This is an optimization exercise on Yosys and OpenROAD, whose aim is small area, not a production implementation.
Where RTL was checked, it was by simulation tests only, not by an equivalence proof against the original.
Only the layout flow was run in runs 2 to 4; the RTL was not checked for function there.
Power is estimated from default activity; no workload was simulated.

`flow/design.v`:
```
module motorCtrlSimple_v2(
	input CLK,
	input reset,
	input [15:0] divider,
	input [15:0] stepsToGo,
	input go,
	input dirInput,
	output reg dir,
	output reg step,
	output reg activeMode
);
reg [15:0] cnt;
reg [15:0] div;
reg [15:0] steps;
reg [1:0] state;    
wire idle = (state == 2'b00);
wire dly  = (state == 2'b01);
wire R    = ~activeMode | (cnt == 16'h0);    
always @(posedge CLK) begin
	if (reset) begin
		state <= 2'b00;
		activeMode <= 1'b0;
		dir <= 1'b0;
		step <= 1'b0;
	end else begin
		case (state)
		2'b00: begin
			activeMode <= 1'b0;
			dir <= dirInput;
			if (go) state <= (dir != dirInput) ? 2'b01 : 2'b11;
		end
		2'b01: if (cnt[7:0] == 8'h0) state <= 2'b11;
		default: begin
			activeMode <= 1'b1;
			if (R) begin
				if (steps == 16'h0) state <= 2'b00;
				else step <= 1'b1;
			end else if (cnt == {1'b0, div[15:1]})
				step <= 1'b0;
		end
		endcase
	end
	if (idle) begin
		cnt <= 16'h00ff;
		div <= divider;
		steps <= stepsToGo;
	end else if (dly) begin
		cnt <= cnt - 16'h1;
	end else if (R) begin
		cnt <= div;
		steps <= steps - 16'h1;
	end else begin
		cnt <= cnt - 16'h1;
	end
end
endmodule
module async_transmitter(
	input clk,
	input rst,
	input TxD_start,
	input TxD_load,           
	input [7:0] TxD_data,
	output TxD,
	output TxD_willBeReady    
);
reg [3:0] TxD_state;
reg [7:0] TxD_shift;
reg [7:0] bitCnt;           
wire TxD_busy = (TxD_state != 4'b0000);
wire BitTick = (bitCnt == 8'd217);
assign TxD_willBeReady = ~TxD_busy | ((TxD_state == 4'b0011) & BitTick);
always @(posedge clk) begin
	if (~TxD_busy) bitCnt <= 8'd0;
	else if (BitTick) bitCnt <= 8'd1;
	else bitCnt <= bitCnt + 8'd1;
	if (TxD_load) TxD_shift <= TxD_data;
	else if (TxD_state[3] & BitTick) TxD_shift <= (TxD_shift >> 1);
end
always @(posedge clk)
if (rst) TxD_state <= 4'b0000;
else case (TxD_state)
	4'b0000: if (TxD_start) TxD_state <= 4'b0100;
	4'b0100: if (BitTick) TxD_state <= 4'b1000;
	4'b1000: if (BitTick) TxD_state <= 4'b1001;
	4'b1001: if (BitTick) TxD_state <= 4'b1010;
	4'b1010: if (BitTick) TxD_state <= 4'b1011;
	4'b1011: if (BitTick) TxD_state <= 4'b1100;
	4'b1100: if (BitTick) TxD_state <= 4'b1101;
	4'b1101: if (BitTick) TxD_state <= 4'b1110;
	4'b1110: if (BitTick) TxD_state <= 4'b1111;
	4'b1111: if (BitTick) TxD_state <= 4'b0010;
	4'b0010: if (BitTick) TxD_state <= 4'b0011;
	4'b0011: if (BitTick) TxD_state <= 4'b0000;
	default: if (BitTick) TxD_state <= 4'b0000;
endcase
assign TxD = (TxD_state < 4) | (TxD_state[3] & TxD_shift[0]);
endmodule
module async_receiver(
	input clk,
	input rst,
	input RxD,
	output reg RxD_data_ready,
	output reg [7:0] RxD_data
);
reg [10:0] acc;
reg tick;
always @(posedge clk)
	if (rst) {tick, acc} <= 12'd0;
	else {tick, acc} <= {1'b0, acc} + 12'd151;
reg [3:0] RxD_state;
reg [1:0] RxD_sync;
always @(posedge clk) if (rst) RxD_sync <= 2'b11; else if (tick) RxD_sync <= {RxD_sync[0], RxD};
reg [1:0] Filter_cnt;
reg RxD_bit;
always @(posedge clk)
if (rst) begin
	Filter_cnt <= 2'b11;
	RxD_bit <= 1'b1;
end else if (tick) begin
	if (RxD_sync[1] == 1'b1 && Filter_cnt != 2'b11) Filter_cnt <= Filter_cnt + 1'd1;
	else if (RxD_sync[1] == 1'b0 && Filter_cnt != 2'b00) Filter_cnt <= Filter_cnt - 1'd1;
	if (Filter_cnt == 2'b11) RxD_bit <= 1'b1;
	else if (Filter_cnt == 2'b00) RxD_bit <= 1'b0;
end
reg [3:0] OversamplingCnt;
always @(posedge clk) if (rst) OversamplingCnt <= 0; else if (tick) OversamplingCnt <= (RxD_state == 0) ? 4'd0 : OversamplingCnt + 4'd1;
wire sampleNow = tick && (OversamplingCnt == 4'd7);
always @(posedge clk)
if (rst) RxD_state <= 4'b0000; else
case (RxD_state)
	4'b0000: if (~RxD_bit) RxD_state <= 4'b0001;
	4'b0001: if (sampleNow) RxD_state <= 4'b1000;
	4'b1000: if (sampleNow) RxD_state <= 4'b1001;
	4'b1001: if (sampleNow) RxD_state <= 4'b1010;
	4'b1010: if (sampleNow) RxD_state <= 4'b1011;
	4'b1011: if (sampleNow) RxD_state <= 4'b1100;
	4'b1100: if (sampleNow) RxD_state <= 4'b1101;
	4'b1101: if (sampleNow) RxD_state <= 4'b1110;
	4'b1110: if (sampleNow) RxD_state <= 4'b1111;
	4'b1111: if (sampleNow) RxD_state <= 4'b0010;
	4'b0010: if (sampleNow) RxD_state <= 4'b0000;
	default: RxD_state <= 4'b0000;
endcase
always @(posedge clk)
	if (sampleNow && RxD_state[3]) RxD_data <= {RxD_bit, RxD_data[7:1]};
always @(posedge clk)
	if (rst) RxD_data_ready <= 1'b0;
	else RxD_data_ready <= (sampleNow && RxD_state == 4'b0010 && RxD_bit);
endmodule
module top(
	input  CLOCK_25,
	input reset,
	output LED,
	output [9:0] step,
	output [9:0] dir,
	input [9:0] term,
	input 	UART_RX,
	output 	UART_TX,
	output DebugPin1,
	output reg DebugPin2,
	output reg DebugPin3,
	output DebugPin_85,
	output DebugPin5,
	output DebugPin6,
	output DebugPin7,
	output DebugPin8,
	output DebugPin9,
	output debugPin106,
	output DebugPin_86,
	output DebugPin_87,
	output DebugPin_103
);
reg [24:0] ledReg;
always @(posedge CLOCK_25)
	if (reset) ledReg <= 25'd0; else ledReg <= ledReg + 25'd1;
assign LED = ledReg[24];
wire rxReady;           
wire [7:0] rxData;
reg rxReadyL;           
always @(posedge CLOCK_25) if (reset) rxReadyL <= 1'b0; else rxReadyL <= rxReady;
async_receiver RX(.clk(CLOCK_25), .rst(reset), .RxD(UART_RX),
	.RxD_data_ready(rxReady), .RxD_data(rxData));
assign DebugPin1 = rxReady;
assign DebugPin7 = rxReady;
assign DebugPin_85 = 1'b0;
assign DebugPin9 = 1'b0;
assign DebugPin_86 = 1'b0;
reg [2:0] recvState;            
reg [3:0] curAxis;
reg [17:0] timeOut;
reg [7:0] cmdB3, cmdB2, cmdB1;  
reg cmdB0;                      
reg [9:0] pending;
reg [9:0] activeR;
wire [9:0] active;
reg [9:0] dirReg;
reg [15:0] divider [0:9];
reg [15:0] stepCounter [0:9];
wire sendDriveStatus = rxReady && (recvState == 3'd0) && (rxData[3:0] == 4'hF);
assign debugPin106 = sendDriveStatus;
assign DebugPin5 = active[0];
assign DebugPin6 = pending[0];
assign DebugPin_87 = step[0];
assign DebugPin_103 = dir[0];
wire cmdDone = rxReadyL && (recvState == 3'd6);
wire store = cmdDone && (curAxis < 4'd10) && !pending[curAxis];
integer c;
always @(posedge CLOCK_25) begin
	if (reset) begin
		recvState <= 3'd0;
		timeOut <= 18'd0;
		DebugPin2 <= 1'b0;
		DebugPin3 <= 1'b0;
		pending <= 10'd0;
		activeR <= 10'd0;
		dirReg <= 10'd0;
	end else begin
		if (rxReady) begin
			if (recvState == 3'd0) begin
				if (rxData[3:0] != 4'hF) recvState <= 3'd1;
			end else
				recvState <= recvState + 3'd1;
			timeOut <= 18'h3ffff;
		end else begin
			if (timeOut == 18'h0) recvState <= 3'd0;
			DebugPin3 <= (timeOut == 18'h0);
			if (timeOut != 18'h0) timeOut <= timeOut - 18'h1;
		end
		DebugPin2 <= rxReadyL && (recvState == 3'd5);
		if (rxReadyL) begin
			if (recvState == 3'd6) recvState <= 3'd0;
			if (store) begin
				pending[curAxis] <= 1'b1;
				dirReg[curAxis] <= cmdB0;
			end
		end else begin
			activeR <= active;
			pending <= pending & ~(active & ~activeR);
		end
	end
	if (rxReady && recvState == 3'd0) curAxis <= rxData[3:0];
	if (rxReadyL) begin
		cmdB3 <= rxData;
		cmdB2 <= cmdB3;
		cmdB1 <= cmdB2;
		cmdB0 <= cmdB1[7];
	end
	for (c = 0; c < 10; c = c + 1)
		if (store && curAxis == c) begin
			divider[c] <= {cmdB2, cmdB1};
			stepCounter[c] <= {rxData, cmdB3};
		end
end
genvar i;
generate
for (i = 0; i < 10; i = i + 1) begin : motorControlBlock
	motorCtrlSimple_v2 mr(.CLK(CLOCK_25), .reset(reset),
		.divider(divider[i]), .stepsToGo(stepCounter[i]),
		.go(pending[i] && (stepCounter[i] != 16'h0)),
		.dirInput(dirReg[i]), .dir(dir[i]), .step(step[i]), .activeMode(active[i]));
end
endgenerate
reg [2:0] sendState;
reg uartStartSignal;
reg [11:0] sendDelay;
wire txWillBeReady;
assign DebugPin8 = uartStartSignal;
wire sendNow = (sendState == 3'd0) ? sendDriveStatus : (sendState[0] == 1'b0);
reg [7:0] txData;
always @(*)
	case (sendState[2:1])
		2'd0: txData = {3'b000, pending[4:0]};
		2'd1: txData = {3'b010, pending[9:5]};
		2'd2: txData = {3'b100, ~term[4:0]};
		default: txData = {3'b110, ~term[9:5]};
	endcase
always @(posedge CLOCK_25) begin
	if (reset) begin
		sendState <= 3'd7;
		uartStartSignal <= 1'b0;
	end else begin
		uartStartSignal <= sendNow;
		if (sendState[0]) begin
			if (sendState == 3'd7 || sendDelay == 12'h0) sendState <= sendState + 3'd1;
		end else if (sendNow)
			sendState <= sendState + 3'd1;
	end
	if (sendState[0]) sendDelay <= sendDelay - 12'h1;
	else sendDelay <= 12'hfff;
end
async_transmitter TX(.clk(CLOCK_25), .rst(reset), .TxD(UART_TX),
	.TxD_start(uartStartSignal), .TxD_load(sendNow & txWillBeReady),
	.TxD_data(txData), .TxD_willBeReady(txWillBeReady));
endmodule
```
`flow/run.sh`:
```
#!/bin/bash
# synth_recipe.tcl (not shown) runs the flow's synth.tcl, then flattens the netlist and writes it again
# the make line also repeats each setting of config.mk as NAME=value (left out here)
make -C /OpenROAD-flow-scripts/flow DESIGN_CONFIG=/design/flow/config.mk WORK_HOME=/design/flow/orfs CLKGATE_MAP_FILE= SYNTH_SCRIPT=/design/flow/synth_recipe.tcl finish
```
`flow/config.mk`:
```
export PLATFORM = sky130hd
export DESIGN_NAME = top
export DESIGN_NICKNAME = top
export VERILOG_FILES = /design/flow/design.v
export SDC_FILE = /design/flow/constraint.sdc
export NUM_CORES = 4
export LEC_CHECK = 0
export CAP_MARGIN = 20
export CORE_MARGIN = 2
export CORE_UTILIZATION = 40
export PLACE_DENSITY = 0.6
export SLEW_MARGIN = 20
```
`flow/constraint.sdc`:
```
create_clock -name core_clock -period 10.0 [get_ports {CLOCK_25}]
set_input_delay 2.0000 -clock core_clock [delete_from_list [all_inputs] [get_ports {CLOCK_25}]]
set_output_delay 2.0000 -clock core_clock [all_outputs]
set_load 0.01 [all_outputs]
```
==> impl_summary.log, run 1 <==
[metrics] via count of the first global-routing pass: between 20000 and 30000
[metrics] EDFF count, synth: about 690
[metrics] number of remaining DRC errors: 0
[metrics] data required time of the critical path: 8000 ps
[metrics] arrival time worst endpoint: 2710 ps
[metrics] critical path capture point type: primary output
[metrics] share of power burned in registers: approximately half
[metrics] Detailed Routing Iterations Pass 1: 6
[metrics] cell breakdown of the critical path: and4_1 -> and3_1 -> clkdlybuf4s50_1
[metrics] # IOs: 48
[metrics] worst skew pair latency: around 700 ps
[metrics] Final Max Slew Viols: 0
[metrics] average cell area after synthesis: about 11 um^2
[metrics] floorplan die height: 342 um
[metrics] result of the run: timing/DRC/antenna clean
[metrics] maximum capacitance violations: 0
[metrics] end point of the critical path: debugPin106
[metrics] critical path depth: 3
[metrics] final setup fails: 0
[metrics] maximum level of the CTS H-tree: 3
[metrics] Area contributors post-synth: sky130_fd_sc_hd__edfxtp_1 (45%), sky130_fd_sc_hd__dfxtp_1 (15%), sky130_fd_sc_hd__xnor2_1 (4.6%)
[metrics] WL/cell: 19.9 um
[metrics] Max transition margin: 24.2%
[metrics] Final Power: just under 10 mW
[metrics] VDD IR max: roughly 0.00014 V
[metrics] Final Cycle Share: around 47%
[metrics] leakage dissipation: around 17 nW
[metrics] largest net degree at the start of global routing: 77
[metrics] Largest stage delay, worst path: 770 ps
[metrics] GR Overflow Total: 0
[metrics] via density per instance: 5.46
[metrics] maximum clock frequency: 212 MHz
[metrics] effective utilization at floorplan: 40.4%
[metrics] internal portion of total power: between 7 and 8 mW
[metrics] met3 GRT Util: roughly 2.9%
[metrics] post-synthesis instance area: about 46000 um^2
[metrics] postcts setup bufs: 0
[metrics] CTS root buf: sky130_fd_sc_hd__clkbuf_16
[metrics] Yosys reg bits: 1028
[metrics] power share of the combinational group: 7.4%
[metrics] distinct cell type count after synthesis: 85
[metrics] number of clock buffers inserted by TritonCTS: 108
[metrics] Final Hold Viols: 0
[metrics] post-route worst setup slack: between 5000 and 6000 ps
[metrics] number of fill cells in the layout: 10300
[metrics] register clock-pin slew on the reported worst setup and hold paths: approximately 60 ps
[metrics] register area: 27400 um^2
[metrics] Reg2Reg Setup Slack: 6870 ps
[metrics] ratio of cells with drive above 1 in the final layout: approximately 7.8%
[metrics] post-synthesis sequential area ratio: about three fifths
[metrics] Net Switching: 2.35 mW
[metrics] Port Buffer Count: 44
[metrics] count of buffer and inverter cells on the critical path: 1
[metrics] number of buffers inserted for hold repair after clock tree synthesis: 0
[metrics] die footprint: 117000 um^2
[metrics] post-layout minimum cycle time: around 4700 ps
[metrics] area of combinational cells with multiple inputs: 16900 um^2
[metrics] clock tree from TritonCTS: built
[metrics] fraction of synthesized cell area in xor and xnor cells: 8.71%
[metrics] worst-margin pin slew: 1140 ps
[metrics] proportion of total power due to net switching: 23.7%
[metrics] area fraction in compound gates after synthesis: under 10%
[metrics] GRT Overall Usage: 18.8%
[metrics] end of the worst register-to-register path: motorControlBlock[9].mr.step
[metrics] final core area utilization: 45.5%
[metrics] startpoint class of the critical path: register
[metrics] count of cells along the worst register-to-register path: 8
[metrics] ANT nets after route: 0
[metrics] global routing met2 resource utilization: around 30%
[metrics] Detail Placement HPWL: 71.6 mm
[metrics] gate count after technology mapping: 3987
[metrics] top fanout value on the critical path: 14
[metrics] share of the synthesized area in the top cell type: 45.1%
[metrics] most used flip-flop cell after synthesis: sky130_fd_sc_hd__edfxtp_1
[metrics] GR peak layer: met2
[metrics] main combinational cell family by area after synthesis: simple AND/OR/NAND/NOR gates
[metrics] last weighted congestion value of the routability-driven placer: approximately 0.84
[metrics] clk sinks: just over 1000
[metrics] biggest area consumer among synthesized cells: sky130_fd_sc_hd__edfxtp_1
[metrics] RSZ-0062 raised after global routing: no
[metrics] fraction of the mapped netlist area in simple logic gates: between 10% and 20%
[metrics] Final nets: between 4000 and 5000
[metrics] fraction of met1 tracks used by global routing: 27.0%
[metrics] family with the most delay on the worst path: flip-flops
[metrics] Max clock buf depth: 3
[metrics] class of the worst hold path: register to register
[metrics] Fin Clk Skew: 22.2 ps
[metrics] adder-cell share of the synthesized area: 1.43%
[metrics] total of warnings raised by yosys: 8
[metrics] Final Routed Wirelength: 112 mm
[metrics] antenna violations before repair: 18
[metrics] total via count in the routed design: just over 30000
[metrics] Worst setup startpoint: RX.RxD_data[2]
[metrics] initial detailed-routing violation count: approximately 3200
[metrics] core area: 113000 um^2
[metrics] FFs w/ async S/R, synth: 0%
[metrics] critical setup path kind: register to primary output
[metrics] count of cells resized by post-cts repair: 0
[metrics] final sum of negative setup slack: 0 ps
[metrics] wire length of the first global-routing pass: 171 mm
[metrics] overall die width: 342 um
[metrics] slowest stage cell on the critical path: sky130_fd_sc_hd__edfxtp_1
[metrics] total power density per cell area: 193 nW/um^2
[metrics] area overhead of the layout relative to synthesis: 12.6%
[metrics] worst flop-to-flop path startpoint: motorControlBlock[9].mr.cnt[0]
[metrics] clock group share of total power: around 44%
[metrics] post-synthesis mux area share: 1.80%
[metrics] number of rows created at floorplan: 123
[metrics] post-place setup slack: 6040 ps
sequential cells by signal (all words and copies together), names as in the netlist, 8 cells and up:
register and cells:
cmdB1 8, timeOut 18, motorControlBlock.mr.activeMode 10, TX.bitCnt 8, dirReg 10, motorControlBlock.mr.steps 160
motorControlBlock.mr.div 160, cmdB2 8, ledReg 25, TX.TxD_shift 8, stepCounter 160, sendDelay 12
motorControlBlock.mr.state 20, motorControlBlock.mr.cnt 160, motorControlBlock.mr.dir 10, RX.acc 11, cmdB3 8, RX.RxD_data 8
pending 10, motorControlBlock.mr.step 10, activeR 10, divider 160
cells in the mapped netlist (8+ instances only):
master,n
sky130_fd_sc_hd__o22ai_1,10
sky130_fd_sc_hd__buf_2,22
sky130_fd_sc_hd__or4_1,47
sky130_fd_sc_hd__o21ai_0,220
sky130_fd_sc_hd__a31oi_1,55
sky130_fd_sc_hd__or2_2,10
sky130_fd_sc_hd__buf_1,12
sky130_fd_sc_hd__nor3_1,90
sky130_fd_sc_hd__nand2b_1,39
sky130_fd_sc_hd__or3_1,36
sky130_fd_sc_hd__edfxtp_1,685
sky130_fd_sc_hd__a311oi_1,10
sky130_fd_sc_hd__clkbuf_1,138
sky130_fd_sc_hd__nor2_1,299
sky130_fd_sc_hd__mux2i_1,66
sky130_fd_sc_hd__o41ai_1,10
sky130_fd_sc_hd__nand3b_1,23
sky130_fd_sc_hd__nand2_1,432
sky130_fd_sc_hd__buf_4,25
sky130_fd_sc_hd__a32oi_1,24
sky130_fd_sc_hd__xor2_1,214
sky130_fd_sc_hd__a22oi_1,13
sky130_fd_sc_hd__dfxtp_1,343
sky130_fd_sc_hd__o21a_1,9
sky130_fd_sc_hd__a21oi_1,131
sky130_fd_sc_hd__and3_1,19
sky130_fd_sc_hd__nor2b_1,27
sky130_fd_sc_hd__nor3b_1,11
sky130_fd_sc_hd__mux2_2,8
sky130_fd_sc_hd__nand3_1,139
sky130_fd_sc_hd__inv_1,93
sky130_fd_sc_hd__a211oi_1,13
sky130_fd_sc_hd__o211ai_1,11
sky130_fd_sc_hd__a21o_1,9
sky130_fd_sc_hd__o31ai_1,26
sky130_fd_sc_hd__nand4_1,59
sky130_fd_sc_hd__a2bb2oi_1,11
sky130_fd_sc_hd__and2_1,13
sky130_fd_sc_hd__nand4b_1,15
sky130_fd_sc_hd__o31a_1,12
sky130_fd_sc_hd__xnor2_1,239
sky130_fd_sc_hd__ha_1,52
sky130_fd_sc_hd__o21ai_1,8
sky130_fd_sc_hd__nor4_1,126
per-layer routing:
layer,vias to the layer above,routed length [um]
met1,14900,50700
met2,899,50300
met5,-,27
li1,14600,-
met3,173,7650
met4,4,2890
cell usage in the layout, fill, tap and decap left out, drive strengths merged, types with 50 or more instances in the layout:
master	n
buf	63
nand4	59
dfxtp	343
mux2i	66
clkbuf	132
a31oi	55
xor2	214
inv	100
o21ai	229
nor4	137
xnor2	239
nor3	90
ha	52
nand3	142
nand2	433
a21oi	131
nor2	299
edfxtp	685
or4	50
per-stage QoR:
| stage | hold WS [ps] | std cells | area [um^2] |
|---|---|---|---|
| 5_1_grt | 421 | 5600 | 51300 |
| 3_3_place_gp | 398 | 5393 | 47500 |
| 4_1_cts | 414 | 5599 | 51300 |
| 3_5_place_dp | 399 | 5393 | 47500 |
| 6_report | 410 | 5604 | 51300 |
| 2_1_floorplan | 380 | 3989 | 45600 |
worst min-delay path by stage:
stage                   from                             end  slack (ps)  depth (start not counted)
4_1_cts         sendDelay[0]                    sendDelay[0]         410                          1
3_3_place_gp    sendDelay[0]                    sendDelay[0]         400                          1
6_report       divider[8][9]  motorControlBlock[8].mr.div[9]         410                          0
3_5_place_dp    sendDelay[0]                    sendDelay[0]         400                          1
5_1_grt        divider[8][7]  motorControlBlock[8].mr.div[7]         420                          0
2_1_floorplan   sendDelay[0]                    sendDelay[0]         380                          1
worst register-to-register path: stages, from the launching register on:
cell	delay, ps
sky130_fd_sc_hd__dfxtp_1	360
sky130_fd_sc_hd__inv_1	110
sky130_fd_sc_hd__ha_1	240
sky130_fd_sc_hd__nor3b_1	620
sky130_fd_sc_hd__nand3_1	190
sky130_fd_sc_hd__o31ai_1	800
sky130_fd_sc_hd__buf_4	300
sky130_fd_sc_hd__nor3_1	60
sky130_fd_sc_hd__a2111oi_0	360
power groups by stage:
stage	logic [mW]	registers (mW)	clock network, mW
finish	0.735	4.86	4.30
global route	0.828	4.89	4.55
CTS	0.739	4.86	4.38
detailed placement	0.735	4.95	0
global placement	0.719	4.94	0
floorplan	0.602	4.87	0
layout make-up:
type	count	area share (%)
clock inverter	74	1.91
antenna	4	0.0195
sequential	1028	53.5
clock buffer	132	5.54
timing repair buffer	106	1.78
multi-input combinational	2661	32.9
tap	1500	3.66
inverter	99	0.724
logic make-up (layout without fill, tap and decap cells):
| kind of cell | after synthesis | in the layout |
|---|---|---|
| xor+xnor | 453 | 453 |
| simple gates | 1441 | 1441 |
| compound gates | 635 | 635 |
| flops | 1028 | 1028 |
| buf+inv | 300 | 411 |
| mux | 77 | 77 |
| other cells | 1 | 7 |
| fa+ha+maj | 52 | 52 |
==> inputs of run 2 (changes only) <==
--- a/flow/design.v
+++ b/flow/design.v
@@ -11,9 +11,16 @@
 );
-reg [15:0] cnt;
-reg [15:0] div;
+reg [14:0] cnt;
+reg [14:0] half;     
+reg odd;             
 reg [15:0] steps;
-reg [1:0] state;    
+reg [1:0] state;     
+reg extra;           
 wire idle = (state == 2'b00);
 wire dly  = (state == 2'b01);
-wire R    = ~activeMode | (cnt == 16'h0);    
+wire cz   = (cnt[14:1] == 14'h0);
+wire c0   = cz & ~cnt[0];
+wire c1   = cz & cnt[0];
+wire hz   = (half == 15'h0);
+wire hiEnd = step & (extra | (c0 & ~odd));
+wire R = ~activeMode | (~step & c1) | (hiEnd & hz);
 always @(posedge CLK) begin
@@ -31,3 +38,3 @@
 		end
-		2'b01: if (cnt[7:0] == 8'h0) state <= 2'b11;
+		2'b01: if (c0) state <= 2'b11;
 		default: begin
@@ -37,3 +44,3 @@
 				else step <= 1'b1;
-			end else if (cnt == {1'b0, div[15:1]})
+			end else if (hiEnd)
 				step <= 1'b0;
@@ -42,13 +49,14 @@
 	end
+	extra <= ~R & step & ~extra & c0 & odd;
 	if (idle) begin
-		cnt <= 16'h00ff;
-		div <= divider;
+		cnt <= 15'h00ff;
+		half <= divider[15:1];
+		odd <= divider[0];
 		steps <= stepsToGo;
 	end else if (dly) begin
-		cnt <= cnt - 16'h1;
-	end else if (R) begin
-		cnt <= div;
-		steps <= steps - 16'h1;
+		cnt <= cnt - 15'h1;
 	end else begin
-		cnt <= cnt - 16'h1;
+		if (R | hiEnd) cnt <= half;
+		else cnt <= cnt - 15'h1;
+		if (R) steps <= steps - 16'h1;
 	end
@@ -69,8 +77,8 @@
 wire TxD_busy = (TxD_state != 4'b0000);
-wire BitTick = (bitCnt == 8'd217);
+wire BitTick = (bitCnt == 8'hff);
 assign TxD_willBeReady = ~TxD_busy | ((TxD_state == 4'b0011) & BitTick);
 always @(posedge clk) begin
-	if (~TxD_busy) bitCnt <= 8'd0;
-	else if (BitTick) bitCnt <= 8'd1;
-	else bitCnt <= bitCnt + 8'd1;
+	if (~TxD_busy) bitCnt <= 8'h89;
+	else if (BitTick) bitCnt <= 8'h12;
+	else bitCnt <= {bitCnt[6:0], bitCnt[7] ^ bitCnt[5] ^ bitCnt[4] ^ bitCnt[3]};
 	if (TxD_load) TxD_shift <= TxD_data;
@@ -172,6 +180,14 @@
 );
-reg [24:0] ledReg;
+reg [23:0] ledCnt;
+reg ledReg;
+wire ledZ = (ledCnt[22:0] == 23'h0);
 always @(posedge CLOCK_25)
-	if (reset) ledReg <= 25'd0; else ledReg <= ledReg + 25'd1;
-assign LED = ledReg[24];
+	if (reset) begin
+		ledCnt <= 24'h0;
+		ledReg <= 1'b0;
+	end else begin
+		ledCnt <= {ledCnt[22:0], ledCnt[23] ^ ledCnt[22] ^ ledCnt[21] ^ ledCnt[16] ^ ledZ};
+		ledReg <= ledReg ^ (ledCnt[23] & ledZ);
+	end
+assign LED = ledReg;
 wire rxReady;           
@@ -190,2 +206,3 @@
 reg [17:0] timeOut;
+reg timeOutDone;
 reg [7:0] cmdB3, cmdB2, cmdB1;  
@@ -210,3 +227,3 @@
 		recvState <= 3'd0;
-		timeOut <= 18'd0;
+		timeOutDone <= 1'b1;
 		DebugPin2 <= 1'b0;
@@ -222,7 +239,7 @@
 				recvState <= recvState + 3'd1;
-			timeOut <= 18'h3ffff;
+			timeOutDone <= 1'b0;
 		end else begin
-			if (timeOut == 18'h0) recvState <= 3'd0;
-			DebugPin3 <= (timeOut == 18'h0);
-			if (timeOut != 18'h0) timeOut <= timeOut - 18'h1;
+			if (timeOutDone) recvState <= 3'd0;
+			DebugPin3 <= timeOutDone;
+			if (&timeOut) timeOutDone <= 1'b1;
 		end
@@ -240,2 +257,4 @@
 	end
+	if (rxReady) timeOut <= 18'h3fffe;
+	else timeOut <= {timeOut[16:0], timeOut[17] ^ timeOut[10]};
 	if (rxReady && recvState == 3'd0) curAxis <= rxData[3:0];
@@ -264,3 +283,4 @@
 reg uartStartSignal;
-reg [11:0] sendDelay;
+reg [11:0] sendDelay;    
+wire sendDelayEnd = sendDelay[11] & (sendDelay[10:0] == 11'h0);
 wire txWillBeReady;
@@ -283,3 +303,3 @@
 		if (sendState[0]) begin
-			if (sendState == 3'd7 || sendDelay == 12'h0) sendState <= sendState + 3'd1;
+			if (sendState == 3'd7 || sendDelayEnd) sendState <= sendState + 3'd1;
 		end else if (sendNow)
@@ -287,4 +307,4 @@
 	end
-	if (sendState[0]) sendDelay <= sendDelay - 12'h1;
-	else sendDelay <= 12'hfff;
+	if (sendState[0]) sendDelay <= {sendDelay[10:0], sendDelay[11] ^ sendDelay[10] ^ sendDelay[9] ^ sendDelay[3] ^ (sendDelay[10:0] == 11'h0)};
+	else sendDelay <= 12'h0;
 end
--- a/flow/config.mk
+++ b/flow/config.mk
@@ -10,2 +10,4 @@
 export CORE_UTILIZATION = 40
+export CTS_CLUSTER_DIAMETER = 100
+export CTS_CLUSTER_SIZE = 30
 export PLACE_DENSITY = 0.6
==> run 2 against run 1 <==
Effect of this change: final area fell by 13%; clock skew decreased by 0.56 ps; power fell by 15%; clock power down 52%; sequential cell count grew 1; via count is 15% lower; first-iteration DRC count decreased by 21%; global-route usage fell by 1.6 points; critical path depth rose by 2; final cell count down 13%; sequential share of layout area is 7.9 points higher; non-clock buffer count decreased by 12.
==> impl_summary.log, run 2 <==
[metrics] result of the run: timing/DRC/antenna clean
[metrics] VDD IR max: 0.000115 V (-17%)
[metrics] number of buffers inserted for hold repair after clock tree synthesis: 0 (unchanged)
[metrics] critical setup path kind: register to primary output
[metrics] CTS root buf: sky130_fd_sc_hd__clkbuf_16
[metrics] number of clock buffers inserted by TritonCTS: 40 (-63%)
[metrics] data required time of the critical path: 8000 ps (about the same)
[metrics] leakage dissipation: 14.9 nW (-14%)
[metrics] WL/cell: 19.4 um (-2.7%)
[metrics] wire length of the first global-routing pass: 143 mm (-16%)
[metrics] Area contributors post-synth: sky130_fd_sc_hd__edfxtp_1 (49%), sky130_fd_sc_hd__dfxtp_1 (17%), sky130_fd_sc_hd__xnor2_1 (3.7%)
[metrics] family with the most delay on the worst path: simple AND/OR/NAND/NOR gates
[metrics] cell with the most instances after synthesis: sky130_fd_sc_hd__edfxtp_1
[metrics] share of the synthesized area in the top cell type: 49.3% (+4.2 points)
[metrics] top fanout value on the critical path: 13 (-1)
[metrics] average cell area after synthesis: 12.0 um^2 (+4.9%)
[metrics] postcts setup bufs: 0 (unchanged)
[metrics] Yosys reg bits: 1029 (+0.097%)
[metrics] effective utilization at floorplan: 40.3% (-0.11 points)
[metrics] area overhead of the layout relative to synthesis: 7.39%
[metrics] final setup fails: 0 (unchanged)
[metrics] via count of the first global-routing pass: 24200 (-16%)
[metrics] arrival time worst endpoint: 2830 ps (+120 ps)
[metrics] worst-margin pin slew: 1030 ps (-106 ps)
[metrics] total power density per cell area: 188 nW/um^2 (-2.3%)
[metrics] post-place setup slack: 5750 ps (-284 ps)
[metrics] number of rows created at floorplan: 118 (-4.1%)
[metrics] critical path capture point type: primary output
[metrics] antenna violations before repair: 10 (-8)
[metrics] class of the worst hold path: register to register
[metrics] GR Overflow Total: 0 (unchanged)
[metrics] Fin Clk Skew: 21.7 ps (-0.562 ps)
[metrics] overall die width: 327 um (-4.3%)
[metrics] total via count in the routed design: 26100 (-15%)
[metrics] RSZ-0062 raised after global routing: no
[metrics] post-synthesis instance area: 41700 um^2 (-8.5%)
[metrics] biggest area consumer among synthesized cells: sky130_fd_sc_hd__edfxtp_1
[metrics] startpoint class of the critical path: register
[metrics] core area: 103000 um^2 (-8.3%)
[metrics] commonest non-fill, non-tap cells in the layout: sky130_fd_sc_hd__edfxtp_1 (685), sky130_fd_sc_hd__dfxtp_1 (343), sky130_fd_sc_hd__nand2_1 (328)
[metrics] ANT nets after route: 0 (unchanged)
[metrics] Final Max Slew Viols: 0 (unchanged)
[metrics] post-synthesis sequential area ratio: 65.9% (+5.6 points)
[metrics] Max transition margin: 31.1% (+7.0 points)
[metrics] total of warnings raised by yosys: 8 (unchanged)
[metrics] FFs w/ async S/R, synth: 0% (unchanged)
[metrics] count of buffer and inverter cells on the critical path: 2 (+1)
[metrics] last weighted congestion value of the routability-driven placer: 0.821 (-1.8%)
[metrics] Final Hold Viols: 0 (unchanged)
[metrics] Detail Placement HPWL: 61.7 mm (-14%)
[metrics] final core area utilization: 43.3% (-2.2 points)
[metrics] final sum of negative setup slack: 0 ps (unchanged)
[metrics] GRT Overall Usage: 17.3% (-1.6 points)
[metrics] die footprint: 107000 um^2 (-8.4%)
[metrics] Largest stage delay, worst path: 740 ps (-30 ps)
[metrics] post-layout minimum cycle time: 4830 ps (+121 ps)
[metrics] Final Routed Wirelength: 94.3 mm (-15%)
[metrics] maximum level of the CTS H-tree: 2 (-1)
[metrics] Final Power: 8.44 mW (-15%)
[metrics] via density per instance: 5.35 (-2.1%)
[metrics] cell breakdown of the critical path: nand4_1 -> nor3b_1 -> nand2_1 -> inv_1 -> clkdlybuf4s50_1
[metrics] Detailed Routing Iterations Pass 1: 5 (-1)
[metrics] initial detailed-routing violation count: 2481 (-21%)
[metrics] Max clock buf depth: 3 (unchanged)
[metrics] clock tree from TritonCTS: built
[metrics] most used flip-flop cell after synthesis: sky130_fd_sc_hd__edfxtp_1
[metrics] largest net degree at the start of global routing: 75 (-2.6%)
[metrics] distinct cell type count after synthesis: 77 (-9.4%)
[metrics] maximum capacitance violations: 0 (unchanged)
[metrics] floorplan die height: 327 um (-4.3%)
[metrics] gate count after technology mapping: 3476 (-13%)
[metrics] post-route worst setup slack: 5170 ps (-121 ps)
[metrics] slowest stage cell on the critical path: sky130_fd_sc_hd__edfxtp_1
[metrics] worst skew pair latency: 620 ps (-80 ps)
[metrics] number of remaining DRC errors: 0 (unchanged)
[metrics] list of most frequent post-synthesis cells: sky130_fd_sc_hd__edfxtp_1 (685), sky130_fd_sc_hd__dfxtp_1 (344), sky130_fd_sc_hd__nand2_1 (328), sky130_fd_sc_hd__nor2_1 (276), sky130_fd_sc_hd__o21ai_0 (198)
[metrics] # IOs: 48 (unchanged)
[metrics] Port Buffer Count: 44 (unchanged)
[metrics] ratio of cells with drive above 1 in the final layout: 4.79% (-3.0 points)
[metrics] most common cell after layout, fill and taps aside: sky130_fd_sc_hd__edfxtp_1
[metrics] clk sinks: 1029 (+0.097%)
[metrics] maximum clock frequency: 207 MHz (-2.5%)
[metrics] Final Cycle Share: 48.3% (+1.2 points)
[metrics] Final nets: 3507 (-14%)
[metrics] register clock-pin slew on the reported worst setup and hold paths: 110 ps (+50 ps)
[metrics] count of cells resized by post-cts repair: 0 (unchanged)
[metrics] EDFF count, synth: 685 (unchanged)
[metrics] registers with the most flip-flops: divider (160), motorControlBlock.mr.steps (160), stepCounter (160)
[run 2: changes by cell type in the layout (fill, tap and decap cells not counted), sizes merged, moves of 23 or more]
| cell | previous run | this run |
|---|---|---|
| xor2 | 214 | 103 |
| xnor2 | 239 | 174 |
| a31oi | 55 | 85 |
| clkbuf | 132 | 68 |
| nor3 | 90 | 177 |
| nand3 | 142 | 35 |
| nand2 | 433 | 328 |
| o21ai | 229 | 201 |
| mux2i | 66 | 36 |
| a211oi | 13 | 52 |
| clkinv | 45 | 5 |
| nand4 | 59 | 33 |
| nor2 | 299 | 276 |
[run 2: cells by family after synthesis]
| group | Yosys count | share of synthesized area (%) |
|---|---|---|
| mux | 47 | 1.27 |
| flops | 1029 | 65.9 |
| compound gates | 560 | 8.08 |
| xor+xnor | 277 | 5.82 |
| other cells | 1 | 0.00900 |
| fa+ha+maj | 36 | 1.08 |
| simple gates | 1277 | 15.4 |
| buf+inv | 249 | 2.50 |
[run 2: area by class of cell]
| class | count | area, um^2 |
|---|---|---|
| clock inverters | 4 | 26.3 |
| flip-flops and latches | 1029 | 27500 |
| repair buffers | 94 | 813 |
| clock buffers | 68 | 1140 |
| well taps | 1380 | 1730 |
| diodes | 4 | 10.0 |
| inverters | 93 | 350 |
| multi-input cells | 2200 | 13200 |
| fillers | 9517 | 58700 |
[run 2: path summary, 6_finish.rpt]
check | start | end | slack [ps] | cells past startpoint
worst min register to register | divider[2][7] | motorControlBlock[2].mr.half[6] | 420 | 0
worst max register to register | rxReadyL | divider[5][10] | 6840 | 7
worst max-delay path | RX.RxD_data[0] | debugPin106 | 5170 | 5
worst min-delay path | divider[2][7] | motorControlBlock[2].mr.half[6] | 420 | 0
[run 2: power breakdown]
part	switching, mW	total, mW	internal, mW
Clock	1.27	2.06	0.798
Sequential	0.327	5.27	4.94
Combinational	0.657	1.11	0.448
[run 2: worst register-to-register path: stages (launching register included)]
cell	delay, ps
sky130_fd_sc_hd__dfxtp_2	330
sky130_fd_sc_hd__buf_4	460
sky130_fd_sc_hd__nand3_1	370
sky130_fd_sc_hd__nor4_1	530
sky130_fd_sc_hd__nor3_1	260
sky130_fd_sc_hd__nand2b_1	300
sky130_fd_sc_hd__nor2_2	120
sky130_fd_sc_hd__buf_4	400
[run 2: metrics by stage]
step	hold slack [ps]	instances	area [um^2]
floorplan	397	3478	41700
global placement	400	4796	43600
detailed placement	405	4796	43600
CTS	423	4868	44700
global route	434	4868	44800
finish	421	4872	44800
[run 2: per-layer routing]
layer	track usage [%]	vias up	part of all wire, %
met1	24.9	12700	46
li1	-	12700	-
met5	0	-	0
met3	1.95	79	5.5
met2	28.0	577	46
met4	4.14	0	2.0
==> inputs of run 3 (changes only) <==
--- a/flow/config.mk
+++ b/flow/config.mk
@@ -10,3 +10,3 @@
 export CORE_UTILIZATION = 40
-export CTS_CLUSTER_DIAMETER = 100
+export CTS_CLUSTER_DIAMETER = 60
 export CTS_CLUSTER_SIZE = 30
==> run 3 against run 2 <==
Effect of this change: global-route usage up 0.32 points; synthesized cell count stayed put; critical path depth is the same; hold slack got worse by 17 ps; power up 18%; first-iteration DRC count fell by 7.4%; highest routed layer unchanged.
==> impl_summary.log, run 3 <==
[metrics] result of the run: timing/DRC/antenna clean
[metrics] initial detailed-routing violation count: 2298 (-7.4%)
[metrics] cell with the most instances after synthesis: sky130_fd_sc_hd__edfxtp_1
[metrics] RSZ-0062 raised after global routing: no
[metrics] postcts setup bufs: 0 (unchanged)
[metrics] leakage dissipation: 15.8 nW (+6.2%)
[metrics] arrival time worst endpoint: 2890 ps (+60 ps)
[metrics] VDD IR max: 0.000132 V (+15%)
[metrics] EDFF count, synth: 685 (unchanged)
[metrics] share of the synthesized area in the top cell type: 49.3% (unchanged)
[metrics] GR Overflow Total: 0 (unchanged)
[metrics] number of fill cells in the layout: 9313 (-2.1%)
[metrics] Inst Count DP: 4796 (unchanged)
[metrics] biggest area consumer among synthesized cells: sky130_fd_sc_hd__edfxtp_1
[metrics] Final Power: 9.99 mW (+18%)
[metrics] distinct cell type count after synthesis: 77 (unchanged)
[metrics] total of warnings raised by yosys: 8 (unchanged)
[metrics] number of rows created at floorplan: 118 (unchanged)
[metrics] fraction of met1 tracks used by global routing: 24.8% (-0.093 points)
[metrics] share of power burned in registers: 52.7% (-9.7 points)
[metrics] count of buffer and inverter cells on the critical path: 2 (unchanged)
[metrics] average cell area after synthesis: 12.0 um^2 (unchanged)
[metrics] Final Routed Wirelength: 95.5 mm (+1.3%)
[metrics] effective utilization at floorplan: 40.3% (unchanged)
[metrics] Net Switching: 2.85 mW (+27%)
[metrics] WL/cell: 19.3 um (-0.30%)
[metrics] Reg2Reg Setup Slack: 6830 ps (about the same)
[metrics] die footprint: 107000 um^2 (unchanged)
[metrics] antenna violations before repair: 10 (unchanged)
[metrics] internal portion of total power: 7.14 mW (+15%)
[metrics] total via count in the routed design: 26400 (+1.3%)
[metrics] tightest hold margin: 404 ps (-17.1 ps)
[metrics] maximum clock frequency: 204 MHz (-1.2%)
[metrics] Area contributors post-synth: sky130_fd_sc_hd__edfxtp_1 (49%), sky130_fd_sc_hd__dfxtp_1 (17%), sky130_fd_sc_hd__xnor2_1 (3.7%)
[metrics] proportion of total power due to net switching: 28.5% (+1.8 points)
[metrics] Final nets: 3548 (+1.2%)
[metrics] largest net degree at the start of global routing: 75 (unchanged)
[metrics] Final Hold Viols: 0 (unchanged)
[metrics] total power density per cell area: 214 nW/um^2 (+14%)
[metrics] final setup fails: 0 (unchanged)
[metrics] family with the most delay on the worst path: simple AND/OR/NAND/NOR gates
[metrics] final instance area: 46700 um^2 (+4.3%)
[metrics] cell breakdown of the critical path: nand4_1 -> nor3b_1 -> nand2_1 -> inv_1 -> clkdlybuf4s50_1
[metrics] clock tree from TritonCTS: built
[metrics] clk sinks: 1029 (unchanged)
[metrics] post-synthesis sequential area ratio: 65.9% (unchanged)
[metrics] placed instance area: 43600 um^2 (unchanged)
[metrics] CTS root buf: sky130_fd_sc_hd__clkbuf_16
[metrics] Largest stage delay, worst path: 720 ps (-20 ps)
[metrics] top fanout value on the critical path: 14 (+1)
[metrics] maximum level of the CTS H-tree: 3 (+1)
[metrics] registers with the most flip-flops: divider (160), motorControlBlock.mr.steps (160), stepCounter (160)
[metrics] count of cells resized by post-cts repair: 0 (unchanged)
[metrics] worst flop-to-flop path startpoint: rxReadyL
[metrics] area overhead of the layout relative to synthesis: 12.0%
[metrics] Yosys reg bits: 1029 (unchanged)
[metrics] class of the worst hold path: register to register
[metrics] most used flip-flop cell after synthesis: sky130_fd_sc_hd__edfxtp_1
[metrics] final sum of negative setup slack: 0 ps (unchanged)
[metrics] startpoint class of the critical path: register
[metrics] wire length of the first global-routing pass: 145 mm (+1.5%)
[metrics] floorplan die height: 327 um (unchanged)
[metrics] non-filler cells, final: 4950 (+1.6%)
[metrics] Fin Clk Skew: 45.9 ps (+24.3 ps)
[metrics] worst-margin pin slew: 1040 ps (+11.2 ps)
[metrics] Max clock buf depth: 3 (unchanged)
[metrics] most common cell after layout, fill and taps aside: sky130_fd_sc_hd__edfxtp_1
[metrics] last weighted congestion value of the routability-driven placer: 0.821 (unchanged)
[metrics] slowest stage cell on the critical path: sky130_fd_sc_hd__edfxtp_1
[metrics] via count of the first global-routing pass: 24700 (+2.2%)
[metrics] hold wc startpoint: divider[8][15]
[metrics] commonest non-fill, non-tap cells in the layout: sky130_fd_sc_hd__edfxtp_1 (685), sky130_fd_sc_hd__dfxtp_1 (343), sky130_fd_sc_hd__nand2_1 (328)
[metrics] global routing met2 resource utilization: 28.2% (+0.18 points)
[metrics] met3 GRT Util: 2.56% (+0.61 points)
[metrics] register clock-pin slew on the reported worst setup and hold paths: 100 ps (about the same)
[metrics] post-place setup slack: 5750 ps (unchanged)
[metrics] critical path capture point type: primary output
[metrics] GR peak layer: met2
[metrics] power share of the combinational group: 11.1% (-2.0 points)
[metrics] Worst setup startpoint: RX.RxD_data[2]
[metrics] gate count after technology mapping: 3476 (unchanged)
[metrics] via density per instance: 5.33 (-0.28%)
[metrics] worst skew pair latency: 690 ps (+70 ps)
[metrics] maximum capacitance violations: 0 (unchanged)
[metrics] number of remaining DRC errors: 0 (unchanged)
[metrics] data required time of the critical path: 8000 ps (about the same)
[metrics] list of most frequent post-synthesis cells: sky130_fd_sc_hd__edfxtp_1 (685), sky130_fd_sc_hd__dfxtp_1 (344), sky130_fd_sc_hd__nand2_1 (328), sky130_fd_sc_hd__nor2_1 (276), sky130_fd_sc_hd__o21ai_0 (198)
[metrics] post-synthesis instance area: 41700 um^2 (unchanged)
[metrics] post-layout minimum cycle time: 4890 ps (+60.3 ps)
[metrics] clock group share of total power: 36.2% (+12 points)
[metrics] Final Max Slew Viols: 0 (unchanged)
[metrics] # IOs: 48 (unchanged)
[metrics] Detailed Routing Iterations Pass 1: 5 (unchanged)
[metrics] post-route worst setup slack: 5110 ps (-60.3 ps)
[metrics] number of buffers inserted for hold repair after clock tree synthesis: 0 (unchanged)
[metrics] Port Buffer Count: 44 (unchanged)
[metrics] ANT nets after route: 0 (unchanged)
[metrics] critical setup path kind: register to primary output
[metrics] number of clock buffers inserted by TritonCTS: 81 (+100%)
[metrics] final core area utilization: 45.1% (+1.9 points)
[metrics] Max transition margin: 30.5% (-0.65 points)
[metrics] overall die width: 327 um (unchanged)
[metrics] ratio of cells with drive above 1 in the final layout: 7.65% (+2.9 points)
[metrics] Detail Placement HPWL: 61.7 mm (unchanged)
[metrics] core area: 103000 um^2 (unchanged)
[metrics] Final Cycle Share: 48.9% (+0.60 points)
[metrics] GRT Overall Usage: 17.6% (+0.32 points)
[metrics] FFs w/ async S/R, synth: 0% (unchanged)
run 3: cell counts after synthesis:
No cell type changed its count.
run 3: worst reg2reg max path: cells and delay by family (launching register included):
family | cells | cell delay, ps
buf+inv | 2 | 830
flops | 1 | 320
simple gates | 5 | 1590
run 3: layout make-up:
type,count,area [um^2],area share [%]
Sequential cell,1029,27500,58.8
Multi-Input combinational cell,2200,13200,28.4
Clock buffer,84,2070,4.43
Tap cell,1380,1730,3.70
Clock inverter,68,1030,2.21
Timing Repair Buffer,94,813,1.74
Inverter,93,350,0.750
Antenna cell,2,5.00,0.0107
run 3: per-layer routing:
layer,wire (um),up-vias
met4,2770,0
li1,-,12800
met1,43800,12900
met5,0,-
met3,4830,125
met2,44100,574
run 3: worst paths after layout:
check,to,depth (start not counted)
setup / recovery,debugPin106,5
hold / removal,motorControlBlock[8].mr.half[14],0
hold reg to reg,motorControlBlock[8].mr.half[14],0
setup reg to reg,divider[5][10],7
run 3: logic make-up after synthesis:
kind of cell,share of synthesized area (%)
muxes,1.27
other,0.00900
and+or+nand+nor,15.4
adders and majority gates,1.08
buffers and inverters,2.50
DFF,65.9
AOI/OAI and AO/OA,8.08
xor gates and xnor gates,5.82
run 3: power by group through the flow:
stage                     sequential, mW  clock [mW]  combinational, mW
after floorplan                     5.25           0              0.913
after global placement              5.35           0               1.09
after detailed placement            5.36           0               1.11
after CTS                           5.27        3.70               1.11
after global routing                5.32        3.86               1.26
final                               5.27        3.62               1.11
==> inputs of run 4 (changes only) <==
--- a/flow/config.mk
+++ b/flow/config.mk
@@ -10,4 +10,4 @@
 export CORE_UTILIZATION = 40
-export CTS_CLUSTER_DIAMETER = 60
-export CTS_CLUSTER_SIZE = 30
+export CTS_CLUSTER_DIAMETER = 100
+export CTS_CLUSTER_SIZE = 25
 export PLACE_DENSITY = 0.6
==> run 4 against run 3 <==
Effect of this change: worst setup slack better by 58 ps; largest cell class unchanged; hold slack better by 16 ps; still clean; clock-buffer cell count is 3 lower; utilization is 1.6 points lower; via count is 1.1% lower; largest power group unchanged; synthesized area stayed put; sequential cell count stayed put; synthesized cell count stayed put; highest routed layer unchanged.
==> impl_summary.log, run 4 <==
[metrics] power share of the combinational group: 12.8% (+1.7 points)
[metrics] family with the most delay on the worst path: simple AND/OR/NAND/NOR gates
[metrics] maximum capacitance violations: 0 (unchanged)
[metrics] destination of the worst hold path: motorControlBlock[9].mr.half[3]
[metrics] die footprint: 107000 um^2 (unchanged)
[metrics] area of combinational cells with multiple inputs: 13200 um^2 (unchanged)
[metrics] Reg2Reg Setup Slack: 6850 ps (+20 ps)
[metrics] EDFF count, synth: 685 (unchanged)
[metrics] clock tree from TritonCTS: built
[metrics] average cell area after synthesis: 12.0 um^2 (unchanged)
[metrics] GR peak layer: met2
[metrics] main combinational cell family by area after synthesis: simple AND/OR/NAND/NOR gates
[metrics] Final Cycle Share: 48.3% (-0.58 points)
[metrics] floorplan die height: 327 um (unchanged)
[metrics] Port Buffer Count: 44 (unchanged)
[metrics] leakage dissipation: 15.0 nW (-5.1%)
[metrics] total of warnings raised by yosys: 8 (unchanged)
[metrics] FFs w/ async S/R, synth: 0% (unchanged)
[metrics] clock group share of total power: 26.0% (-10 points)
[metrics] met3 GRT Util: 1.74% (-0.82 points)
[metrics] global routing met2 resource utilization: 28.5% (+0.33 points)
[metrics] postcts setup bufs: 0 (unchanged)
[metrics] GRT Overall Usage: 17.3% (-0.30 points)
[metrics] initial detailed-routing violation count: 2364 (+2.9%)
[metrics] post-synthesis mux area share: 1.27% (unchanged)
[metrics] Largest stage delay, worst path: 730 ps (about the same)
[metrics] wire length of the first global-routing pass: 144 mm (-0.77%)
[metrics] GR Overflow Total: 0 (unchanged)
[metrics] final sum of negative setup slack: 0 ps (unchanged)
[metrics] final setup fails: 0 (unchanged)
[metrics] total via count in the routed design: 26100 (-1.1%)
[metrics] cell breakdown of the critical path: nand4_1 -> nor3b_1 -> nand2_1 -> inv_1 -> clkdlybuf4s50_1
[metrics] list of most frequent post-synthesis cells: sky130_fd_sc_hd__edfxtp_1 (685), sky130_fd_sc_hd__dfxtp_1 (344), sky130_fd_sc_hd__nand2_1 (328), sky130_fd_sc_hd__nor2_1 (276), sky130_fd_sc_hd__o21ai_0 (198)
[metrics] # IOs: 48 (unchanged)
[metrics] post-synthesis instance area: 41700 um^2 (unchanged)
[metrics] Max transition margin: 29.3% (-1.2 points)
[metrics] worst flop-to-flop path startpoint: rxReadyL
[metrics] fraction of synthesized cell area in xor and xnor cells: 5.82% (unchanged)
[metrics] hold wc startpoint: divider[9][4]
[metrics] count of buffer and inverter cells on the critical path: 2 (unchanged)
[metrics] Yosys reg bits: 1029 (unchanged)
[metrics] post-synthesis sequential area ratio: 65.9% (unchanged)
[metrics] slowest stage cell on the critical path: sky130_fd_sc_hd__edfxtp_1
[metrics] number of buffers inserted for hold repair after clock tree synthesis: 0 (unchanged)
[metrics] most used flip-flop cell after synthesis: sky130_fd_sc_hd__edfxtp_1
[metrics] largest net degree at the start of global routing: 75 (unchanged)
[metrics] gate count after technology mapping: 3476 (unchanged)
[metrics] Max clock buf depth: 3 (unchanged)
[metrics] result of the run: timing/DRC/antenna clean
[metrics] biggest area consumer among synthesized cells: sky130_fd_sc_hd__edfxtp_1
[metrics] most common cell after layout, fill and taps aside: sky130_fd_sc_hd__edfxtp_1
[metrics] total power density per cell area: 191 nW/um^2 (-10%)
[metrics] Detail Placement HPWL: 61.7 mm (unchanged)
[metrics] via count of the first global-routing pass: 24400 (-1.3%)
[metrics] share of the synthesized area in the top cell type: 49.3% (unchanged)
[metrics] ratio of cells with drive above 1 in the final layout: 5.08% (-2.6 points)
[metrics] Detailed Routing Iterations Pass 1: 5 (unchanged)
[metrics] adder-cell share of the synthesized area: 1.08% (unchanged)
[metrics] area overhead of the layout relative to synthesis: 7.97%
[metrics] internal portion of total power: 6.34 mW (-11%)
[metrics] number of remaining DRC errors: 0 (unchanged)
[metrics] Fin Clk Skew: 28.1 ps (-17.9 ps)
[metrics] Final Hold Viols: 0 (unchanged)
[metrics] Area contributors post-synth: sky130_fd_sc_hd__edfxtp_1 (49%), sky130_fd_sc_hd__dfxtp_1 (17%), sky130_fd_sc_hd__xnor2_1 (3.7%)
[metrics] fraction of met1 tracks used by global routing: 25.0% (+0.24 points)
[metrics] class of the worst hold path: register to register
[metrics] number of clock buffers inserted by TritonCTS: 47 (-42%)
[metrics] Final nets: 3514 (-0.96%)
[metrics] number of fill cells in the layout: 9482 (+1.8%)
[metrics] distinct cell type count after synthesis: 77 (unchanged)
[metrics] Final Routed Wirelength: 94.2 mm (-1.4%)
[metrics] worst-margin pin slew: 1060 ps (+17.5 ps)
[metrics] post-layout minimum cycle time: 4830 ps (-57.7 ps)
[metrics] via density per instance: 5.35 (+0.24%)
[metrics] effective utilization at floorplan: 40.3% (unchanged)
[metrics] commonest non-fill, non-tap cells in the layout: sky130_fd_sc_hd__edfxtp_1 (685), sky130_fd_sc_hd__dfxtp_1 (343), sky130_fd_sc_hd__nand2_1 (328)
[metrics] RSZ-0062 raised after global routing: no
[metrics] Final Max Slew Viols: 0 (unchanged)
[metrics] WL/cell: 19.3 um (about the same)
[metrics] clk sinks: 1029 (unchanged)
[metrics] final core area utilization: 43.5% (-1.6 points)
[metrics] share of power burned in registers: 61.1% (+8.4 points)
[metrics] fraction of the mapped netlist area in simple logic gates: 15.4% (unchanged)
[metrics] number of rows created at floorplan: 118 (unchanged)
[metrics] VDD IR max: 0.000133 V (+0.54%)
[metrics] critical setup path kind: register to primary output
[metrics] register area: 27500 um^2 (unchanged)
[metrics] CTS root buf: sky130_fd_sc_hd__clkbuf_16
[metrics] startpoint class of the critical path: register
[metrics] core area: 103000 um^2 (unchanged)
[metrics] antenna violations before repair: 11 (+1)
[metrics] maximum level of the CTS H-tree: 2 (-1)
[metrics] ANT nets after route: 0 (unchanged)
[metrics] top fanout value on the critical path: 14 (unchanged)
[metrics] arrival time worst endpoint: 2830 ps (-60 ps)
[metrics] hold path depth: 0 (unchanged)
[metrics] proportion of total power due to net switching: 26.5% (-2.0 points)
[metrics] Net Switching: 2.28 mW (-20%)
[metrics] last weighted congestion value of the routability-driven placer: 0.821 (unchanged)
[metrics] worst skew pair latency: 630 ps (-60 ps)
[metrics] register clock-pin slew on the reported worst setup and hold paths: 100 ps (about the same)
[metrics] data required time of the critical path: 8000 ps (about the same)
[metrics] maximum clock frequency: 207 MHz (+1.2%)
[metrics] critical path capture point type: primary output
[metrics] overall die width: 327 um (unchanged)
[metrics] cell with the most instances after synthesis: sky130_fd_sc_hd__edfxtp_1
[metrics] area fraction in compound gates after synthesis: 8.08% (unchanged)
[metrics] count of cells resized by post-cts repair: 0 (unchanged)
[metrics] count of cells along the worst register-to-register path: 7 (unchanged)
[metrics] end of the worst register-to-register path: divider[1][11]
[metrics] registers with the most flip-flops: divider (160), motorControlBlock.mr.steps (160), stepCounter (160)
run 4: cell counts after synthesis:
No cell type changed its count.
run 4: through the flow:
step / area [um^2] / instances / hold WS, ps / total power [mW] / setup slack (ps)
2_1_floorplan: 41700 / 3478 / 397 / 6.16 / 5460
3_3_place_gp: 43600 / 4796 / 400 / 6.44 / 5810
3_5_place_dp: 43600 / 4796 / 405 / 6.47 / 5750
4_1_cts: 45000 / 4884 / 422 / 8.69 / 5070
5_1_grt: 45000 / 4884 / 429 / 9.04 / 4970
6_report: 45000 / 4885 / 420 / 8.62 / 5170
run 4: cell type report:
cell class | count | area share, %
Timing Repair Buffer | 94 | 1.81
Antenna cell | 1 | 0.00556
Inverter | 93 | 0.778
Clock inverter | 7 | 0.147
Tap cell | 1380 | 3.84
Sequential cell | 1029 | 61.0
Clock buffer | 81 | 2.99
Multi-Input combinational cell | 2200 | 29.4
run 4: worst max path at each step:
stage	startpoint	to	slack, ps	cells after the start
5_1_grt	RX.RxD_data[3]	debugPin106	4970	5
2_1_floorplan	rxReadyL	divider[1][0]	5460	5
6_report	RX.RxD_data[3]	debugPin106	5170	5
3_5_place_dp	RX.RxD_data[3]	debugPin106	5750	5
3_3_place_gp	RX.RxD_data[1]	debugPin106	5810	5
4_1_cts	RX.RxD_data[3]	debugPin106	5070	5
run 4: cells by family after synthesis:
group / after synthesis
compound gates: 560
fa+ha+maj: 36
other cells: 1
mux: 47
flops: 1029
buf+inv: 249
xor+xnor: 277
simple gates: 1277
run 4: worst register-to-register path: cells and delay by family, from the launching register on:
| family | cells | cell delay, ps |
|---|---|---|
| flops | 1 | 330 |
| simple gates | 5 | 1600 |
| buf+inv | 2 | 840 |
run 4: power by group through the flow:
stage / combinational, mW / sequential [mW] / clock (mW)
floorplan: 0.913 / 5.25 / 0
finish: 1.11 / 5.27 / 2.24
global placement: 1.09 / 5.35 / 0
CTS: 1.11 / 5.27 / 2.31
detailed placement: 1.11 / 5.36 / 0
global route: 1.26 / 5.32 / 2.46
run 4: per-layer routing:
metal / vias up / routed length (um)
met2: 509 / 44400
met5: - / 0
li1: 12700 / -
met3: 74 / 4560
met4: 0 / 1440
met1: 12800 / 43800
==> inputs of run 5 (changes only) <==
--- a/flow/design.v
+++ b/flow/design.v
@@ -50,2 +50,3 @@
 	extra <= ~R & step & ~extra & c0 & odd;
+	steps <= idle ? stepsToGo : steps - {15'h0, state[1] & R};
 	if (idle) begin
@@ -54,3 +55,2 @@
 		odd <= divider[0];
-		steps <= stepsToGo;
 	end else if (dly) begin
@@ -60,3 +60,2 @@
 		else cnt <= cnt - 15'h1;
-		if (R) steps <= steps - 16'h1;
 	end
--- a/flow/config.mk
+++ b/flow/config.mk
@@ -11,3 +11,4 @@
 export CTS_CLUSTER_DIAMETER = 100
-export CTS_CLUSTER_SIZE = 25
+export CTS_CLUSTER_SIZE = 30
+export GPL_TIMING_DRIVEN = 0
 export PLACE_DENSITY = 0.6
==> run 5 against run 4 <==
Effect of this change: still clean; maximum frequency is 1.8% higher; sequential share of layout area down 1.9 points; wire length up 1.5%; via count decreased by 0.34%; synthesized cell count barely moved; synthesized area fell by 3.9%; final area decreased by 2.8%; power up 3.7%; critical path depth stayed put; clock-buffer cell count shrank 13; worst setup slack better by 88 ps; critical path type is now input pin to register.
==> impl_summary.log, run 5 <==
[metrics] result of the run: timing/DRC/antenna clean
[metrics] startpoint class of the critical path: input pin
[metrics] ratio of cells with drive above 1 in the final layout: 5.22% (+0.14 points)
[metrics] WL/cell: 19.4 um (+0.78%)
[metrics] tightest hold margin: 423 ps (+2.94 ps)
[metrics] Largest stage delay, worst path: 880 ps (+150 ps)
[metrics] worst-margin pin slew: 1260 ps (+201 ps)
[metrics] final core area utilization: 43.9% (+0.40 points)
[metrics] Final nets: 3648 (+3.8%)
[metrics] EDFF count, synth: 525 (-23%)
[metrics] leakage dissipation: 14.9 nW (-1.0%)
[metrics] worst flop-to-flop path startpoint: motorControlBlock[0].mr.cnt[8]
[metrics] number of clock buffers inserted by TritonCTS: 40 (-15%)
[metrics] Final Hold Viols: 0 (unchanged)
[metrics] end point of the critical path: TX.TxD_state[1]
[metrics] Final Routed Wirelength: 95.6 mm (+1.5%)
[metrics] number of remaining DRC errors: 0 (unchanged)
[metrics] Max transition margin: 15.9% (-13 points)
[metrics] distinct cell type count after synthesis: 71 (-7.8%)
[metrics] register clock-pin slew on the reported worst setup and hold paths: 110 ps (about the same)
[metrics] Reg2Reg Setup Slack: 5830 ps (-1020 ps)
[metrics] biggest area consumer among synthesized cells: sky130_fd_sc_hd__edfxtp_1
[metrics] average cell area after synthesis: 11.5 um^2 (-3.8%)
[metrics] share of the synthesized area in the top cell type: 39.3% (-10 points)
[metrics] Final Cycle Share: 47.5% (-0.88 points)
[metrics] count of cells along the worst register-to-register path: 13 (+6)
[metrics] Fin Clk Skew: 26.4 ps (-1.72 ps)
[metrics] via density per instance: 5.29 (-1.0%)
[metrics] arrival time worst endpoint: 5220 ps (+2390 ps)
[metrics] data required time of the critical path: 10470 ps (+2470 ps)
[metrics] Final Max Slew Viols: 0 (unchanged)
[metrics] cell breakdown of the critical path: clkdlybuf4s50_1 -> clkbuf_1 -> clkbuf_1 -> buf_1 -> nor2_1
[metrics] class of the worst hold path: register to register
[metrics] # IOs: 48 (unchanged)
[metrics] GR Overflow Total: 0 (unchanged)
[metrics] RSZ-0062 raised after global routing: no
[metrics] area overhead of the layout relative to synthesis: 9.20%
[metrics] FFs w/ async S/R, synth: 0% (unchanged)
[metrics] overall die width: 321 um (-1.9%)
[metrics] registers with the most flip-flops: divider (160), motorControlBlock.mr.steps (160), stepCounter (160)
[metrics] Detail Placement HPWL: 66.0 mm (+7.0%)
[metrics] Inst Count DP: 4845 (+1.0%)
[metrics] final setup fails: 0 (unchanged)
[metrics] via count of the first global-routing pass: 24600 (+0.92%)
[metrics] most common cell after layout, fill and taps aside: sky130_fd_sc_hd__edfxtp_1
[metrics] non-filler cells, final: 4918 (+0.68%)
[metrics] total power density per cell area: 204 nW/um^2 (+6.6%)
[metrics] GRT Overall Usage: 18.4% (+1.1 points)
[metrics] Max clock buf depth: 3 (unchanged)
[metrics] Yosys reg bits: 1029 (unchanged)
[metrics] number of fill cells in the layout: 9153 (-3.5%)
[metrics] CTS root buf: sky130_fd_sc_hd__clkbuf_16
[metrics] top fanout value on the critical path: 10 (-4)
[metrics] post-synthesis instance area: 40100 um^2 (-3.9%)
[metrics] Final Power: 8.93 mW (+3.7%)
[metrics] last weighted congestion value of the routability-driven placer: 0.833 (+1.4%)
[metrics] clk sinks: 1029 (unchanged)
[metrics] number of rows created at floorplan: 116 (-1.7%)
[metrics] floorplan die height: 321 um (-1.9%)
[metrics] count of cells resized by post-cts repair: 0 (unchanged)
[metrics] CP dominant cell by count: sky130_fd_sc_hd__clkbuf_1
[metrics] effective utilization at floorplan: 40.2% (-0.088 points)
[metrics] core area: 99700 um^2 (-3.7%)
[metrics] slowest stage cell on the critical path: sky130_fd_sc_hd__clkbuf_1
[metrics] worst skew pair latency: 610 ps (-20 ps)
[metrics] VDD IR max: 0.000116 V (-13%)
[metrics] largest net degree at the start of global routing: 33 (-56%)
[metrics] end of the worst register-to-register path: motorControlBlock[0].mr.steps[11]
[metrics] number of buffers inserted for hold repair after clock tree synthesis: 0 (unchanged)
[metrics] Port Buffer Count: 44 (unchanged)
[metrics] wire length of the first global-routing pass: 146 mm (+1.1%)
[metrics] post-layout minimum cycle time: 4750 ps (-87.6 ps)
[metrics] critical path capture point type: register
[metrics] die footprint: 103000 um^2 (-3.8%)
[metrics] Worst setup startpoint: reset
[metrics] hold path depth: 0 (unchanged)
[metrics] commonest non-fill, non-tap cells in the layout: sky130_fd_sc_hd__edfxtp_1 (525), sky130_fd_sc_hd__dfxtp_1 (503), sky130_fd_sc_hd__nand2_1 (333)
[metrics] total via count in the routed design: 26000 (-0.34%)
[metrics] most used flip-flop cell after synthesis: sky130_fd_sc_hd__edfxtp_1
[metrics] post-synthesis sequential area ratio: 64.5% (-1.3 points)
[metrics] maximum level of the CTS H-tree: 2 (unchanged)
[metrics] Area contributors post-synth: sky130_fd_sc_hd__edfxtp_1 (39%), sky130_fd_sc_hd__dfxtp_1 (25%), sky130_fd_sc_hd__xnor2_1 (3.9%)
[metrics] antenna violations before repair: 10 (-1)
[metrics] postcts setup bufs: 0 (unchanged)
[metrics] total of warnings raised by yosys: 8 (unchanged)
[metrics] list of most frequent post-synthesis cells: sky130_fd_sc_hd__edfxtp_1 (525), sky130_fd_sc_hd__dfxtp_1 (504), sky130_fd_sc_hd__nand2_1 (333), sky130_fd_sc_hd__nor2_1 (293), sky130_fd_sc_hd__o21ai_0 (201)
[metrics] maximum clock frequency: 211 MHz (+1.8%)
[metrics] cell with the most instances after synthesis: sky130_fd_sc_hd__edfxtp_1
[metrics] gate count after technology mapping: 3475 (-0.029%)
[metrics] ANT nets after route: 0 (unchanged)
[metrics] critical setup path kind: input pin to register
[metrics] maximum capacitance violations: 0 (unchanged)
[metrics] initial detailed-routing violation count: 2082 (-12%)
[metrics] Detailed Routing Iterations Pass 1: 5 (unchanged)
[metrics] clock tree from TritonCTS: built
[metrics] final sum of negative setup slack: 0 ps (unchanged)
==> run 5: kinds of logic after synthesis <==
| family | share of synthesized area [%] |
|---|---|
| and+or+nand+nor | 15.8 |
| muxes | 0.996 |
| adders and majority gates | 1.44 |
| DFF | 64.5 |
| xor gates and xnor gates | 6.03 |
| buffers and inverters | 2.54 |
| other | 0.00936 |
| AOI/OAI and AO/OA | 8.65 |
==> run 5: critical path: cells and delay by family <==
family | cells | cell delay [ps]
buffers and inverters | 4 | 3080
and+or+nand+nor | 1 | 110
==> run 5: where the power goes <==
group	switching, mW	leakage, nW	internal (mW)	total (mW)
registers	0.400	9.03	4.92	5.32
clock network	1.26	0.555	0.792	2.06
logic	0.940	5.29	0.618	1.56
==> run 5: per-stage QoR <==
stage / area, um^2 / setup WS [ps]
6_report: 43800 / 5250
5_1_grt: 43800 / 5160
4_1_cts: 43800 / 5200
3_5_place_dp: 42600 / 4580
3_3_place_gp: 42100 / 4240
2_1_floorplan: 40100 / 5900
==> run 5: worst min-delay path by stage <==
| stage | slack (ps) | endpoint | startpoint |
|---|---|---|---|
| global route | 430 | motorControlBlock[2].mr.half[14] | divider[2][15] |
| CTS | 420 | motorControlBlock[5].mr.half[8] | divider[5][9] |
| detailed placement | 400 | motorControlBlock[0].mr.half[3] | divider[0][4] |
| finish | 420 | motorControlBlock[5].mr.half[8] | divider[5][9] |
| floorplan | 400 | motorControlBlock[4].mr.extra | motorControlBlock[4].mr.extra |
| global placement | 400 | motorControlBlock[1].mr.half[1] | divider[1][2] |
==> run 5: area by class of cell <==
type | instances | area (um^2) | area share (%)
repair buffers | 70 | 862 | 1.97
multi-input cells | 2207 | 13200 | 30.2
plain buffers | 152 | 701 | 1.60
inverters | 89 | 334 | 0.763
well taps | 1298 | 1620 | 3.71
flip-flops and latches | 1029 | 25900 | 59.1
diodes | 1 | 2.50 | 0.00572
clock buffers | 68 | 1130 | 2.58
clock inverters | 4 | 27.5 | 0.0629
==> run 5: per-layer routing <==
layer | vias up | GRT usage, % | part of all wire (%)
met4 | 0 | 5.56 | 3.0
met3 | 112 | 1.91 | 4.3
met2 | 533 | 30.7 | 47
met1 | 12600 | 25.2 | 46
li1 | 12800 | - | -
met5 | - | 0 | 0

==> separate check: timing with driven ports <==
How much do the figures lean on ideal ports? The routed layouts below were timed once more, with nothing changed but the port constraints. Step 1 sets driving cells, clkbuf_16 on the clock port and buf_2 on the other inputs (assumed; they add their load-dependent delay and slew). Step 2 also shifts input and output timing later by t, the mid clock arrival at the registers, as if the neighbouring blocks saw the same clock. Three values: ideal, step 1, step 2; two values: the first two.
| run | t (ns) | setup slack, ns | worst setup path at the end | clock arrival spread, ns | cell pins on the clock port's net |
|---|---|---|---|---|---|
| run 1 | 0.756 | 5.291 / 5.222 / 5.978 | register to output | 0.024 / 0.024 | 1 |
| run 2 | 0.684 | 5.169 / 5.100 / 5.784 | register to output | 0.028 / 0.028 | 1 |
| run 3 | 0.732 | 5.109 / 5.041 / 5.773 | register to output | 0.049 / 0.048 | 1 |
| run 4 | 0.682 | 5.167 / 5.098 / 5.780 | register to output | 0.034 / 0.034 | 1 |
| run 5 | 0.669 | 5.254 / 5.215 / 4.627 | input to register | 0.033 / 0.032 | 1 |
After both steps every run listed still meets setup and hold. For run 5, which loses most, drivers alone change the setup slack by -0.039 ns; drivers and shift together by -0.627 ns.
